What follows belongs to an exercise in optimizing a design on an open flow for small area, a short achievable clock period and few clock cycles; a production flow would make more cautious choices.
RTL that was checked went through simulation tests only; none was proved equivalent to the original.

==> inputs of run G <==
Design Milestone_1, start of the top module:
module Milestone_1 (
		input logic Clock_50,
		input logic Resetn,
		input logic M1_Start,
		input logic [15:0] SRAM_read_data,
		output logic M1_Finish,
		output logic [15:0] M1_write_data,
		output logic [17:0] M1_address,
		output logic M1_we_n
);
clock: 12.0 ns
lec_check: 0
cap_margin: 20
core_margin: 2
core_utilization: 40
place_density: 0.6
slew_margin: 20
standard.sh (not shown) runs the stock make flow with config.mk's settings and CLKGATE_MAP_FILE= SYNTH_SCRIPT=/design/flow/synth_recipe.tcl, a recipe that flattens the netlist after the stock synthesis.
==> flow/flow/run.sh <==
#!/bin/bash
# Standard layout, but with timing repair aiming for extra setup slack
# (the clock period and constraints stay the design's).
set -euo pipefail
MARGIN=${MARGIN:-8}
bash standard.sh SETUP_SLACK_MARGIN=$MARGIN finish > standard_flow.log 2>&1
==> inputs of run A, as changes to run G <==
==> flow/flow/run.sh (replaced) <==
#!/bin/bash
# Standard layout with two changes to how it is made (the clock period and
# constraints stay the design's): timing repair aims for extra setup slack,
# and the port buffers are plain buffers (buf_2) rather than the resizer's
# default pick.
set -euo pipefail
MARGIN=${MARGIN:-8}
bash standard.sh SETUP_SLACK_MARGIN=$MARGIN "BUFFER_PORTS_ARGS=-buffer_cell sky130_fd_sc_hd__buf_2" finish > standard_flow.log 2>&1
==> comparison <==
- In via count, run G and run A hardly differ.
- Worst setup slack: run G is higher than run A (0.065 ns).
- Between run G and run A, the lower final cell count is in run A (gap 0.56%, measured against run A).
- Of run G and run A, run G has the higher wire length (gap about 0.4%, measured against run A).
- Die area is the same in run G and run A.
No run of this note included a check of the RTL's function; only the layout flow was run.

* * *

==> job 1881 <==
Another version of the RTL of Milestone_1 (not shown whole).
// Milestone_1
module Milestone_1 (
		input logic Clock_50,
		input logic Resetn,
		input logic M1_Start,
		input logic [15:0] SRAM_read_data,
		output logic M1_Finish,
		output logic [15:0] M1_write_data,
		output logic [17:0] M1_address,
		output logic M1_we_n
);
==> flow/config.mk <==
export PLATFORM = sky130hd
export DESIGN_NAME = Milestone_1
export DESIGN_NICKNAME = Milestone_1
export VERILOG_FILES = /design/flow/design.v
export SDC_FILE = /design/flow/constraint.sdc
export NUM_CORES = 4
export LEC_CHECK = 0
export CAP_MARGIN = 20
export CORE_MARGIN = 2
export CORE_UTILIZATION = 40
export PLACE_DENSITY = 0.6
export SLEW_MARGIN = 20
==> flow/constraint.sdc <==
create_clock -name core_clock -period 12.0 [get_ports {Clock_50}]
set_input_delay 2.4000 -clock core_clock [delete_from_list [all_inputs] [get_ports {Clock_50}]]
set_output_delay 2.4000 -clock core_clock [all_outputs]
set_load 0.01 [all_outputs]
==> flow/flow/run.sh <==
#!/bin/bash
# Standard layout with two changes to how it is made (the clock period and
# constraints stay the design's): timing repair aims for extra setup slack,
# and the port buffers are plain buffers (buf_2) rather than the resizer's
# default pick.
set -euo pipefail
MARGIN=${MARGIN:-8.35}
bash standard.sh SETUP_SLACK_MARGIN=$MARGIN "BUFFER_PORTS_ARGS=-buffer_cell sky130_fd_sc_hd__buf_2" finish > standard_flow.log 2>&1
==> inputs of job 9060, as changes to job 1881 <==
--- a/flow/design.v
+++ b/flow/design.v
@@ -17,15 +17,15 @@
 logic [1:0]  fin_cnt;      
 logic        fin_wait;
 logic [2:0]  ph;           
 logic [7:0]  kk;
 logic        lin;          
 logic [3:0]  li;           
 logic [15:0] ypt;          
-logic [16:0] wpt;          
+logic [17:0] wpt;          
 logic ph0, ph1, ph2, ph3, ph4;
 assign ph0 = (ph == 3'd0);
 assign ph1 = (ph == 3'd1);
 assign ph2 = (ph == 3'd2);
 assign ph3 = (ph == 3'd3);
 assign ph4 = (ph == 3'd4);
 logic pair, wait_lead;
@@ -68,15 +68,15 @@
 		M1_Finish <= 1'b0;
 		M1_we_n   <= 1'b1;
 		ph        <= 3'd0;
 		kk        <= 8'd0;
 		lin       <= 1'b0;
 		li        <= 4'd0;
 		ypt       <= 16'd0;
-		wpt       <= RGB_BASE[16:0];
+		wpt       <= RGB_BASE;
 	end else begin
 		M1_we_n <= ~is_write;
 		if (running) begin
 			if (frame_end) begin
 				running  <= 1'b0;
 				fin_wait <= 1'b1;
 			end
@@ -97,15 +97,15 @@
 				lin <= 1'b1;
 				li  <= 4'd0;
 			end else if (lin) begin
 				li <= li + 4'd1;
 				if (li == 4'd11) lin <= 1'b0;
 			end
 			if (rd_y) ypt <= ypt + 16'd1;
-			if (is_write) wpt <= wpt + 17'd1;
+			if (is_write) wpt <= wpt + 18'd1;
 		end else if (fin_wait) begin
 			fin_cnt <= fin_cnt + 2'd1;
 			if (fin_cnt == 2'd1) begin
 				M1_Finish <= 1'b1;
 				fin_wait  <= 1'b0;
 			end
 		end else if (M1_Start & ~M1_Finish) begin
@@ -129,15 +129,15 @@
 	en_sv      <= (ph_n == 3'd3);
 	sel_e      <= (ph_n == 3'd3);
 	sel_w0     <= (ph_n == 3'd0);
 	sel_w1     <= (ph_n == 3'd1);
 end
 always_ff @(posedge Clock_50) begin
 	if (is_write)
-		M1_address <= {1'b1, wpt};
+		M1_address <= wpt;
 	else if (rd_u | rd_v)
 		M1_address <= uv_addr;
 	else
 		M1_address <= {2'd0, ypt};
 end
 logic [7:0]  wu0, wu1, wu2, wu3, wu4, wu5;    
 logic [7:0]  wv0, wv1, wv2, wv3, wv4, wv5;    
==> flow/flow/run.sh (replaced) <==
#!/bin/bash
# Standard layout with two changes to how it is made (the clock period and
# constraints stay the design's): timing repair aims for extra setup slack,
# and the port buffers are plain buffers (buf_2) rather than the resizer's
# default pick.
set -euo pipefail
MARGIN=${MARGIN:-8}
bash standard.sh SETUP_SLACK_MARGIN=$MARGIN "BUFFER_PORTS_ARGS=-buffer_cell sky130_fd_sc_hd__buf_2" finish > standard_flow.log 2>&1
==> notes.md <==
- Job 9060 finished clean. Job 1881 ran to the end with no violations.
- Synthesized cell count: job 9060 is higher than job 1881 (0.62%).
- Between job 9060 and job 1881, the lower area after synthesis is in job 9060 (gap about 0.35%, measured against job 1881).
- Between job 9060 and job 1881, the lower global-route usage is in job 9060 (gap 0.56 points).
==> figures <==
                                                                    job 1881                 job 9060
Period minus WS final                                                3.73 ns                  3.91 ns
Result of the run                                    complete, no violations  complete, no violations
Post-CTS setup-driven buffer insertion count                              34                        7
PnR worst setup slack                                                8.27 ns                  8.09 ns
Length of routed met2 wiring                                       27,000 µm                26,500 µm
Die Span Y                                                            253 µm                   252 µm
Worst flop-to-flop path startpoint                                    ly5[1]                    lv[8]
Terminus of the critical flop-to-flop path                         g_hreg[9]                  r_cy[0]
Share of cell area taken by multi-input logic gates                    49.2%                    48.8%
Routability Congestion                                                 0.870                    0.892
Testbench counts of job 1881, summed over its fixed seeds: cycles 774,760.
Function not checked in job 9060: the RTL went through the layout flow alone.

* * *

==> trial 42: inputs <==
Milestone_1, a different RTL version from the one above (not shown whole).
==> flow/config.mk <==
export PLATFORM = sky130hd
export DESIGN_NAME = Milestone_1
export DESIGN_NICKNAME = Milestone_1
export VERILOG_FILES = /design/flow/design.v
export SDC_FILE = /design/flow/constraint.sdc
export NUM_CORES = 4
export LEC_CHECK = 0
export CAP_MARGIN = 20
export CORE_MARGIN = 2
export CORE_UTILIZATION = 40
export PLACE_DENSITY = 0.6
export SLEW_MARGIN = 20
==> flow/constraint.sdc <==
create_clock -name core_clock -period 12.0 [get_ports {Clock_50}]
set_input_delay 2.4000 -clock core_clock [delete_from_list [all_inputs] [get_ports {Clock_50}]]
set_output_delay 2.4000 -clock core_clock [all_outputs]
set_load 0.01 [all_outputs]
==> flow/flow/run.sh <==
#!/bin/bash
# Standard layout, but with timing repair aiming for extra setup slack
# (the clock period and constraints stay the design's).
set -euo pipefail
MARGIN=${MARGIN:-10}
bash standard.sh SETUP_SLACK_MARGIN=$MARGIN finish > standard_flow.log 2>&1
==> build 94: changes against trial 42 <==
==> flow/flow/run.sh (replaced) <==
#!/bin/bash
# Standard layout, but with timing repair aiming for extra setup slack
# (the clock period and constraints stay the design's).
set -euo pipefail
MARGIN=${MARGIN:-6}
bash standard.sh SETUP_SLACK_MARGIN=$MARGIN finish > standard_flow.log 2>&1
==> build 89: changes against trial 42 <==
--- a/flow/design.v
+++ b/flow/design.v
@@ -13,120 +13,106 @@
 localparam logic [17:0] U_BASE   = 18'd38400;
 localparam logic [17:0] V_BASE   = 18'd57600;
 localparam logic [17:0] RGB_BASE = 18'd146944;
 logic        running;
 logic [1:0]  fin_cnt;      
 logic        fin_wait;
 logic [2:0]  ph;           
-logic [7:0]  kk;
-logic        lin;          
-logic [3:0]  li;           
+logic [7:0]  kk;           
 logic [15:0] ypt;          
+logic [14:0] uvp;          
 logic [17:0] wpt;          
 logic ph0, ph1, ph2, ph3, ph4;
 assign ph0 = (ph == 3'd0);
 assign ph1 = (ph == 3'd1);
 assign ph2 = (ph == 3'd2);
 assign ph3 = (ph == 3'd3);
 assign ph4 = (ph == 3'd4);
-logic pair, wait_lead;
-assign pair      = (kk >= 8'd2);
-assign wait_lead = (kk == 8'd0);
-logic l0, l1, l3, l4, l5, l6, l7, l8, l9, l10;
-assign l0  = lin & (li == 4'd0);
-assign l1  = lin & (li == 4'd1);
-assign l3  = lin & (li == 4'd3);
-assign l4  = lin & (li == 4'd4);
-assign l5  = lin & (li == 4'd5);
-assign l6  = lin & (li == 4'd6);
-assign l7  = lin & (li == 4'd7);
-assign l8  = lin & (li == 4'd8);
-assign l9  = lin & (li == 4'd9);
-assign l10 = lin & (li == 4'd10);
+logic lead0, lead1, pair;    
+assign lead0 = (kk == 8'd0);
+assign lead1 = (kk == 8'd1);
+assign pair  = ~lead0 & ~lead1;
+logic last_slot;             
+assign last_slot = (kk == 8'd161);
+logic uv_rd_slot;
+assign uv_rd_slot = (kk <= 8'd155);
+logic y_rd_slot;
+assign y_rd_slot = (kk <= 8'd159);
 logic clamp;
 assign clamp = (kk >= 8'd158);
 logic is_write;
 assign is_write = running & pair & (ph0 | ph1 | ph2);
-logic uv_rd_slot;
-assign uv_rd_slot = ph3 & (kk != 8'd0) & (kk <= 8'd155);
-logic rd_u, rd_v, rd_y;
-assign rd_u = l0 | l5 | (uv_rd_slot & kk[0]);
-assign rd_v = l1 | l6 | ((kk == 8'd1) & ph2) | (uv_rd_slot & ~kk[0]);
-assign rd_y = l7 | (ph4 & (kk <= 8'd159));
-logic [1:0] uv_off;
-assign uv_off = (l0 | l1) ? 2'd0 : (l5 | l6) ? 2'd1 : 2'd2;
+logic rd_u, rd_v;    
+always_comb begin
+	rd_u = 1'b0;
+	rd_v = 1'b0;
+	if (lead0) begin
+		rd_u = ph0 | ph2;
+		rd_v = ph1 | ph3;
+	end else if (lead1) begin
+		rd_v = ph0;
+		rd_u = ph3;
+	end else if (ph3 & uv_rd_slot) begin
+		rd_v = ~kk[0];
+		rd_u = kk[0];
+	end
+end
+logic uv_inc;
+assign uv_inc = running & (lead0 ? rd_v : rd_u);
 logic [17:0] uv_addr;
-assign uv_addr = {3'd0, ypt[15:1]} + {2'd0, rd_v ? 8'd225 : 8'd150, 6'd0, uv_off};    
+assign uv_addr = (rd_v ? V_BASE : U_BASE) + {3'd0, uvp};
 logic row_end, frame_end;
-assign row_end   = (kk == 8'd161) & ph2;
+assign row_end   = last_slot & ph2;
 assign frame_end = row_end & (ypt == 16'd38400);
 always_ff @(posedge Clock_50 or negedge Resetn) begin
 	if (!Resetn) begin
 		running   <= 1'b0;
 		fin_wait  <= 1'b0;
 		fin_cnt   <= 2'd0;
 		M1_Finish <= 1'b0;
 		M1_we_n   <= 1'b1;
 		ph        <= 3'd0;
 		kk        <= 8'd0;
-		lin       <= 1'b0;
-		li        <= 4'd0;
 		ypt       <= 16'd0;
+		uvp       <= 15'd0;
 		wpt       <= RGB_BASE;
 	end else begin
 		M1_we_n <= ~is_write;
 		if (running) begin
 			if (frame_end) begin
 				running  <= 1'b0;
 				fin_wait <= 1'b1;
 			end
 			if (row_end) begin
 				ph <= 3'd0;
 				kk <= 8'd0;
-			end else if (wait_lead) begin
-				if (l9) begin
-					ph <= 3'd2;
-					kk <= 8'd1;
-				end
 			end else if (ph4) begin
 				ph <= 3'd0;
 				kk <= kk + 8'd1;
 			end else begin
 				ph <= ph + 3'd1;
 			end
-			if (frame_end) begin
-				lin <= 1'b0;
-			end else if ((kk == 8'd160) & ph2) begin
-				lin <= 1'b1;
-				li  <= 4'd0;
-			end else if (lin) begin
-				li <= li + 4'd1;
-				if (li == 4'd10) lin <= 1'b0;
-			end
-			if (rd_y) ypt <= ypt + 16'd1;
+			if (ph4 & y_rd_slot) ypt <= ypt + 16'd1;
+			if (uv_inc) uvp <= uvp + 15'd1;
 			if (is_write) wpt <= wpt + 18'd1;
 		end else if (fin_wait) begin
 			fin_cnt <= fin_cnt + 2'd1;
 			if (fin_cnt == 2'd1) begin
 				M1_Finish <= 1'b1;
 				fin_wait  <= 1'b0;
 			end
 		end else if (M1_Start & ~M1_Finish) begin
 			running <= 1'b1;
-			lin     <= 1'b1;
-			li      <= 4'd0;
 		end
 	end
 end
 logic [2:0] ph_n;
 always_comb begin
 	if (~running | row_end | ph4)
 		ph_n = 3'd0;
-	else if (wait_lead)
-		ph_n = l9 ? 3'd2 : 3'd0;
 	else
 		ph_n = ph + 3'd1;
 end
 logic sel_fv, sel_e, sel_f, sel_w0, sel_w1, en_su;
 always_ff @(posedge Clock_50) begin
 	sel_fv     <= (ph_n == 3'd3);
 	en_su      <= (ph_n == 3'd3);
@@ -141,63 +127,54 @@
 	else if (rd_u | rd_v)
 		M1_address <= uv_addr;
 	else
 		M1_address <= {2'd0, ypt};
 end
 logic [7:0]  wu0, wu1, wu2, wu3, wu4, wu5;    
 logic [7:0]  wv0, wv1, wv2, wv3, wv4, wv5;    
-logic [7:0]  pend_h, pend_l;                   
+logic [15:0] pend;                             
 logic [15:0] y_reg;
 logic [8:0]  su;                               
 logic        nu;                               
 logic [7:0]  b0_reg;
 wire [7:0] dh = SRAM_read_data[15:8];
 wire [7:0] dl = SRAM_read_data[7:0];
-logic shift_reg;    
-assign shift_reg = pair & ph1;
-logic sh_u, sh_v;
-assign sh_u = shift_reg | l3 | l4 | l5 | l6 | l8 | l9;
-assign sh_v = shift_reg | l4 | l5 | l6 | l7 | l9 | l10;
 logic [7:0] u_in, v_in;
 always_comb begin
-	if (l3 | l8)
-		u_in = dh;
-	else if (l6 | l9)
-		u_in = pend_h;
-	else if (clamp | l4 | l5)
+	if (clamp) begin
 		u_in = wu5;
-	else if (~kk[0])
-		u_in = dh;
-	else
-		u_in = pend_h;
-	if (l4 | l9)
-		v_in = dh;
-	else if (l7 | l10)
-		v_in = pend_l;
-	else if (clamp | l5 | l6)
 		v_in = wv5;
-	else if (~kk[0])
-		v_in = pend_h;
-	else
-		v_in = pend_l;
+	end else if (~kk[0]) begin    
+		u_in = dh;
+		v_in = pend[15:8];
+	end else begin
+		u_in = pend[15:8];
+		v_in = pend[7:0];
+	end
 end
-logic ld_pend_h, ld_pend_l, pend_h_dl;
-assign pend_h_dl = l3 | l8 | (shift_reg & ~kk[0]);
-assign ld_pend_h = pend_h_dl | (shift_reg & kk[0]) | ((kk == 8'd2) & ph0);
-assign ld_pend_l = l4 | l9 | (shift_reg & kk[0]) | ((kk == 8'd2) & ph0);
 always_ff @(posedge Clock_50) begin
-	if (ph2 & ~wait_lead) y_reg <= SRAM_read_data;
-	if (sh_u) begin
+	if (ph2) y_reg <= SRAM_read_data;
+	if (lead0 & ph3) begin
+		wu0 <= dh; wu1 <= dh; wu2 <= dh; wu3 <= dl;
+	end else if (lead1 & ph0) begin
+		wu4 <= dh; wu5 <= dl;
+	end else if (pair & ph1) begin
 		wu0 <= wu1; wu1 <= wu2; wu2 <= wu3; wu3 <= wu4; wu4 <= wu5; wu5 <= u_in;
 	end
-	if (sh_v) begin
+	if (lead0 & ph4) begin
+		wv0 <= dh; wv1 <= dh; wv2 <= dh; wv3 <= dl;
+	end else if (lead1 & ph1) begin
+		wv4 <= dh; wv5 <= dl;
+	end else if (pair & ph1) begin
 		wv0 <= wv1; wv1 <= wv2; wv2 <= wv3; wv3 <= wv4; wv4 <= wv5; wv5 <= v_in;
 	end
-	if (ld_pend_h) pend_h <= pend_h_dl ? dl : dh;
-	if (ld_pend_l) pend_l <= dl;
+	if (lead1 & ph3)
+		pend <= SRAM_read_data;
+	else if (pair & ph1)
+		pend <= kk[0] ? SRAM_read_data : {dl, pend[7:0]};
 end
 logic [7:0] f0, f1, f2, f3, f4, f5;
 assign f0 = sel_fv ? wv0 : wu0;
 assign f1 = sel_fv ? wv1 : wu1;
 assign f2 = sel_fv ? wv2 : wu2;
 assign f3 = sel_fv ? wv3 : wu3;
 assign f4 = sel_fv ? wv4 : wu4;
@@ -641,17 +618,15 @@
 assign {rlo_w116, rlo_w115} = rlo_w80 + rlo_w81 + {~rlo_w48};
 assign {rlo_w118, rlo_w117} = rlo_w52 + rlo_w82 + rlo_w83;
 wire [20:0] rlo_ra = {1'b0, rlo_w84, rlo_w116, rlo_w114, rlo_w112, rlo_w110, rlo_w108, rlo_w106, rlo_w104, rlo_w102, rlo_w100, rlo_w98, rlo_w96, rlo_w94, rlo_w92, rlo_w90, rlo_w88, rlo_w86, {~lv[2]}, {~lv[1]}, lv[0]};
 wire [20:0] rlo_rb = {1'b0, rlo_w118, rlo_w117, rlo_w115, rlo_w113, rlo_w111, rlo_w109, rlo_w107, rlo_w105, rlo_w103, rlo_w101, rlo_w99, rlo_w97, rlo_w95, rlo_w93, rlo_w91, rlo_w89, rlo_w87, rlo_w85, {~lv[0]}, 1'b0};
 assign r_lsum = rlo_ra + rlo_rb;
 logic [2:0] r_cy;
 always_ff @(posedge Clock_50) r_cy <= r_lsum[20:18];
-logic [1:0] r_lb;
-always_ff @(posedge Clock_50) r_lb <= r_lsum[17:16];
-wire [8:0] r_hsum;
+wire [8:0] r_sum;
 wire rhi_w1;
 wire rhi_w2;
 wire rhi_w3;
 wire rhi_w4;
 wire rhi_w5;
 wire rhi_w6;
 wire rhi_w7;
@@ -718,16 +693,15 @@
 assign {rhi_w40, rhi_w39} = rhi_w15 + rhi_w26 + rhi_w27;
 assign {rhi_w42, rhi_w41} = rhi_w19 + rhi_w28 + rhi_w29;
 assign {rhi_w44, rhi_w43} = rhi_w30 + rhi_w31 + {~hv[7]};
 assign {rhi_w46, rhi_w45} = rhi_w32 + rhi_w33 + {~hv[8]};
 assign {rhi_w48, rhi_w47} = hv[7] + rhi_w34;
 wire [8:0] rhi_ra = {{~hv[8]}, {~hv[8]}, rhi_w46, rhi_w44, rhi_w42, rhi_w40, rhi_w38, rhi_w36, {~hv[3]}};
 wire [8:0] rhi_rb = {1'b0, rhi_w48, rhi_w47, rhi_w45, rhi_w43, rhi_w41, rhi_w39, rhi_w37, rhi_w35};
-assign r_hsum = rhi_ra + rhi_rb;
-wire [10:0] r_sum = {r_hsum, r_lb};
+assign r_sum = rhi_ra + rhi_rb;
 wire [21:0] g_lsum;
 wire glo_w1;
 wire glo_w2;
 wire glo_w3;
 wire glo_w4;
 wire glo_w5;
 wire glo_w6;
@@ -939,17 +913,15 @@
 assign {glo_w140, glo_w139} = glo_w106 + glo_w107 + {~glo_w30};
 assign {glo_w142, glo_w141} = glo_w76 + glo_w108;
 wire [21:0] glo_ra = {1'b0, glo_w142, glo_w140, glo_w138, glo_w136, glo_w134, glo_w132, glo_w130, glo_w128, glo_w126, glo_w124, glo_w122, glo_w120, glo_w118, glo_w116, glo_w114, glo_w112, glo_w110, {~ly[0]}, ly[0], {~lv[1]}, lv[0]};
 wire [21:0] glo_rb = {1'b0, 1'b0, glo_w141, glo_w139, glo_w137, glo_w135, glo_w133, glo_w131, glo_w129, glo_w127, glo_w125, glo_w123, glo_w121, glo_w119, glo_w117, glo_w115, glo_w113, glo_w111, glo_w109, {~lv[2]}, {~lv[0]}, 1'b0};
 assign g_lsum = glo_ra + glo_rb;
 logic [3:0] g_cy;
 always_ff @(posedge Clock_50) g_cy <= g_lsum[21:18];
-logic [1:0] g_lb;
-always_ff @(posedge Clock_50) g_lb <= g_lsum[17:16];
-wire [8:0] g_hsum;
+wire [8:0] g_sum;
 wire ghi_w1;
 wire ghi_w2;
 wire ghi_w3;
 wire ghi_w4;
 wire ghi_w5;
 wire ghi_w6;
 wire ghi_w7;
@@ -1058,16 +1030,15 @@
 assign {ghi_w68, ghi_w67} = ghi_w37 + ghi_w52 + ghi_w53;
 assign {ghi_w70, ghi_w69} = ghi_w54 + ghi_w55 + {~ghi_w41};
 assign {ghi_w72, ghi_w71} = ghi_w56 + ghi_w57 + {~ghi_w42};
 assign {ghi_w74, ghi_w73} = ghi_w46 + ghi_w58 + ghi_w59;
 assign {ghi_w76, ghi_w75} = ghi_w60 + {~hv[8]};
 wire [8:0] ghi_ra = {1'b1, ghi_w74, ghi_w72, ghi_w70, ghi_w68, ghi_w66, ghi_w64, ghi_w62, {~hv[2]}};
 wire [8:0] ghi_rb = {ghi_w76, ghi_w75, ghi_w73, ghi_w71, ghi_w69, ghi_w67, ghi_w65, ghi_w63, ghi_w61};
-assign g_hsum = ghi_ra + ghi_rb;
-wire [10:0] g_sum = {g_hsum, g_lb};
+assign g_sum = ghi_ra + ghi_rb;
 wire [20:0] b_lsum;
 wire blo_w1;
 wire blo_w2;
 wire blo_w3;
 wire blo_w4;
 wire blo_w5;
 wire blo_w6;
@@ -1225,17 +1196,15 @@
 assign {blo_w104, blo_w103} = blo_w41 + blo_w68 + blo_w69;
 assign {blo_w106, blo_w105} = blo_w42 + blo_w70 + blo_w71;
 wire [20:0] blo_ra = {1'b0, blo_w72, blo_w104, blo_w102, blo_w100, blo_w98, blo_w96, blo_w94, blo_w92, blo_w90, blo_w88, blo_w86, blo_w84, blo_w82, blo_w80, blo_w78, blo_w76, blo_w74, {~lu[0]}, {~lu[1]}, lu[0]};
 wire [20:0] blo_rb = {1'b0, blo_w106, blo_w105, blo_w103, blo_w101, blo_w99, blo_w97, blo_w95, blo_w93, blo_w91, blo_w89, blo_w87, blo_w85, blo_w83, blo_w81, blo_w79, blo_w77, blo_w75, blo_w73, {~lu[0]}, 1'b0};
 assign b_lsum = blo_ra + blo_rb;
 logic [2:0] b_cy;
 always_ff @(posedge Clock_50) b_cy <= b_lsum[20:18];
-logic [1:0] b_lb;
-always_ff @(posedge Clock_50) b_lb <= b_lsum[17:16];
-wire [8:0] b_hsum;
+wire [8:0] b_sum;
 wire bhi_w1;
 wire bhi_w2;
 wire bhi_w3;
 wire bhi_w4;
 wire bhi_w5;
 wire bhi_w6;
 wire bhi_w7;
@@ -1278,23 +1247,22 @@
 assign {bhi_w24, bhi_w23} = bhi_w5 + bhi_w10 + bhi_w11;
 assign {bhi_w26, bhi_w25} = bhi_w12 + bhi_w13 + {~hy[5]};
 assign {bhi_w28, bhi_w27} = bhi_w14 + bhi_w15 + {~hy[6]};
 assign {bhi_w30, bhi_w29} = bhi_w16 + bhi_w17 + {~hy[7]};
 assign {bhi_w32, bhi_w31} = hu[7] + hy[7] + bhi_w18;
 wire [8:0] bhi_ra = {{~hu[8]}, {~hu[8]}, bhi_w30, bhi_w28, bhi_w26, bhi_w24, bhi_w22, bhi_w20, bhi_w7};
 wire [8:0] bhi_rb = {1'b0, bhi_w32, bhi_w31, bhi_w29, bhi_w27, bhi_w25, bhi_w23, bhi_w21, bhi_w19};
-assign b_hsum = bhi_ra + bhi_rb;
-wire [10:0] b_sum = {b_hsum, b_lb};
-function automatic [7:0] clip(input logic [10:0] s, input logic neg);
-	if (neg | s[10])
+assign b_sum = bhi_ra + bhi_rb;
+function automatic [7:0] clip(input logic [8:0] s, input logic neg);
+	if (neg | s[8])
 		clip = 8'd0;
-	else if (|s[9:8])
+	else if (|s[7:6])
 		clip = 8'd255;
 	else
-		clip = s[7:0];
+		clip = s[5:-2];
 endfunction
 logic [7:0] r_px, g_px, b_px;
 assign r_px = clip(r_sum, pnv);
 assign g_px = clip(g_sum, pnu | pnv);
 assign b_px = clip(b_sum, pnu);
 always_ff @(posedge Clock_50) begin
 	b0_reg <= b_px;
==> flow/flow/run.sh (replaced) <==
#!/bin/bash
# Standard layout, but with timing repair aiming for extra setup slack
# (the clock period and constraints stay the design's).
set -euo pipefail
MARGIN=${MARGIN:-8}
bash standard.sh SETUP_SLACK_MARGIN=$MARGIN finish > standard_flow.log 2>&1
==> results_dict.tcl <==
set metrics [dict create \
    fin_util_pct 44.8 \
    post_dp_cell_area_mm2 0.0262 \
    multi_input_comb_cells 1440 \
    layout-drive-gt1-share_pct 8.36 \
    met3_usage_pct 2.77 \
    r2r_cells 16 \
    via_per_inst 5.10 \
    crit_chain "inv_1 -> fa_1 -> inv_1 -> fa_1 -> inv_1 -> fa_1 -> inv_1 -> fa_1 -> inv_1 -> fa_1 -> nand2b_1 -> a21oi_1 -> o22ai_1 -> mux2i_1 -> nand2_1 -> o221ai_1" \
    synth_commonest_cells "inv_1, fa_1, ha_1" \
    cp-endpoint "M1_write_data[3]" \
    nFillCells 5732 \
    area_growth_pct 11.1 \
    outcome "complete, no violations" \
]
(the above is from build 94)
==> results_dict.tcl <==
set metrics [dict create \
    outcome "complete, no violations" \
    crit_chain "fa_1 -> fa_2 -> fa_2 -> inv_2 -> fa_1 -> fa_1 -> inv_2 -> ha_4 -> and3_4 -> a211oi_4 -> a21boi_2 -> buf_4 -> xor2_4 -> mux2_4" \
    met3_usage_pct 2.59 \
    nFillCells 5622 \
    via_per_inst 5.06 \
    cp-endpoint "lv[4]" \
    r2r_cells 14 \
    area_growth_pct 15.5 \
    multi_input_comb_cells 1491 \
    layout-drive-gt1-share_pct 14.7 \
]
(the above is from build 89)
==> results_dict.tcl <==
set metrics [dict create \
    crit_chain "fa_1 -> fa_2 -> fa_2 -> inv_2 -> fa_1 -> fa_1 -> inv_2 -> ha_4 -> o21a_1 -> a211oi_2 -> o211ai_1 -> a21oi_4 -> xnor2_2 -> mux2_2" \
    area_growth_pct 36.4 \
    multi_input_comb_cells 1457 \
    synth_fa_ha_area_share_pct 32.2 \
    outcome "complete, no violations" \
    top_usage_layer "met2" \
    post_dp_cell_area_mm2 0.0274 \
    via_per_inst 5.26 \
    synth_commonest_cells "inv_1, fa_1, ha_1" \
    r2r_cells 14 \
    cp-endpoint "lv[6]" \
    met3_usage_pct 2.63 \
]
(the above is from trial 42)
Function was not checked in any run of this note: the RTL went through the layout flow alone.

port drivers added, routing unchanged:
How much do the figures lean on ideal ports? The routed layouts below were timed once more, with nothing changed but the port constraints. Step 1 (the two cells are an assumption about what drives the block):
set clk [get_ports {Clock_50}]
set_driving_cell -lib_cell sky130_fd_sc_hd__clkbuf_16 $clk
set_driving_cell -lib_cell sky130_fd_sc_hd__buf_2 [delete_from_list [all_inputs] $clk]
Step 2 also shifts input and output timing later by t, the mid clock arrival at the registers, as if the neighbouring blocks saw the same clock. Slacks: ideal ports / drivers / drivers and shift; pairs: ideal ports / drivers.
run | t, ns | slack for setup (ns) | hold slack, ns | worst data-port slew with drivers (ns)
run G | 0.619 | 7.968 / 7.968 / 7.968 | 0.327 / 0.327 / 0.327 | 0.05
run A | 0.631 | 7.903 / 7.903 / 7.903 | 0.332 / 0.332 / 0.332 | 0.04
job 1881 | 0.643 | 8.269 / 8.269 / 8.168 | 0.324 / 0.324 / 0.324 | 0.04
job 9060 | 0.619 | 8.090 / 8.090 / 8.090 | 0.332 / 0.332 / 0.332 | 0.04
trial 42 | 0.629 | 7.460 / 7.460 / 7.460 | 0.326 / 0.326 / 0.326 | 0.09
build 94 | 0.621 | 6.708 / 6.708 / 6.708 | 0.325 / 0.325 / 0.325 | 0.06
build 89 | 0.615 | 7.525 / 7.525 / 7.525 | 0.379 / 0.379 / 0.379 | 0.04
After both steps every run listed still meets setup and hold. For job 1881, which loses most, drivers alone change the setup slack by 0.000 ns; drivers and shift together by -0.101 ns.
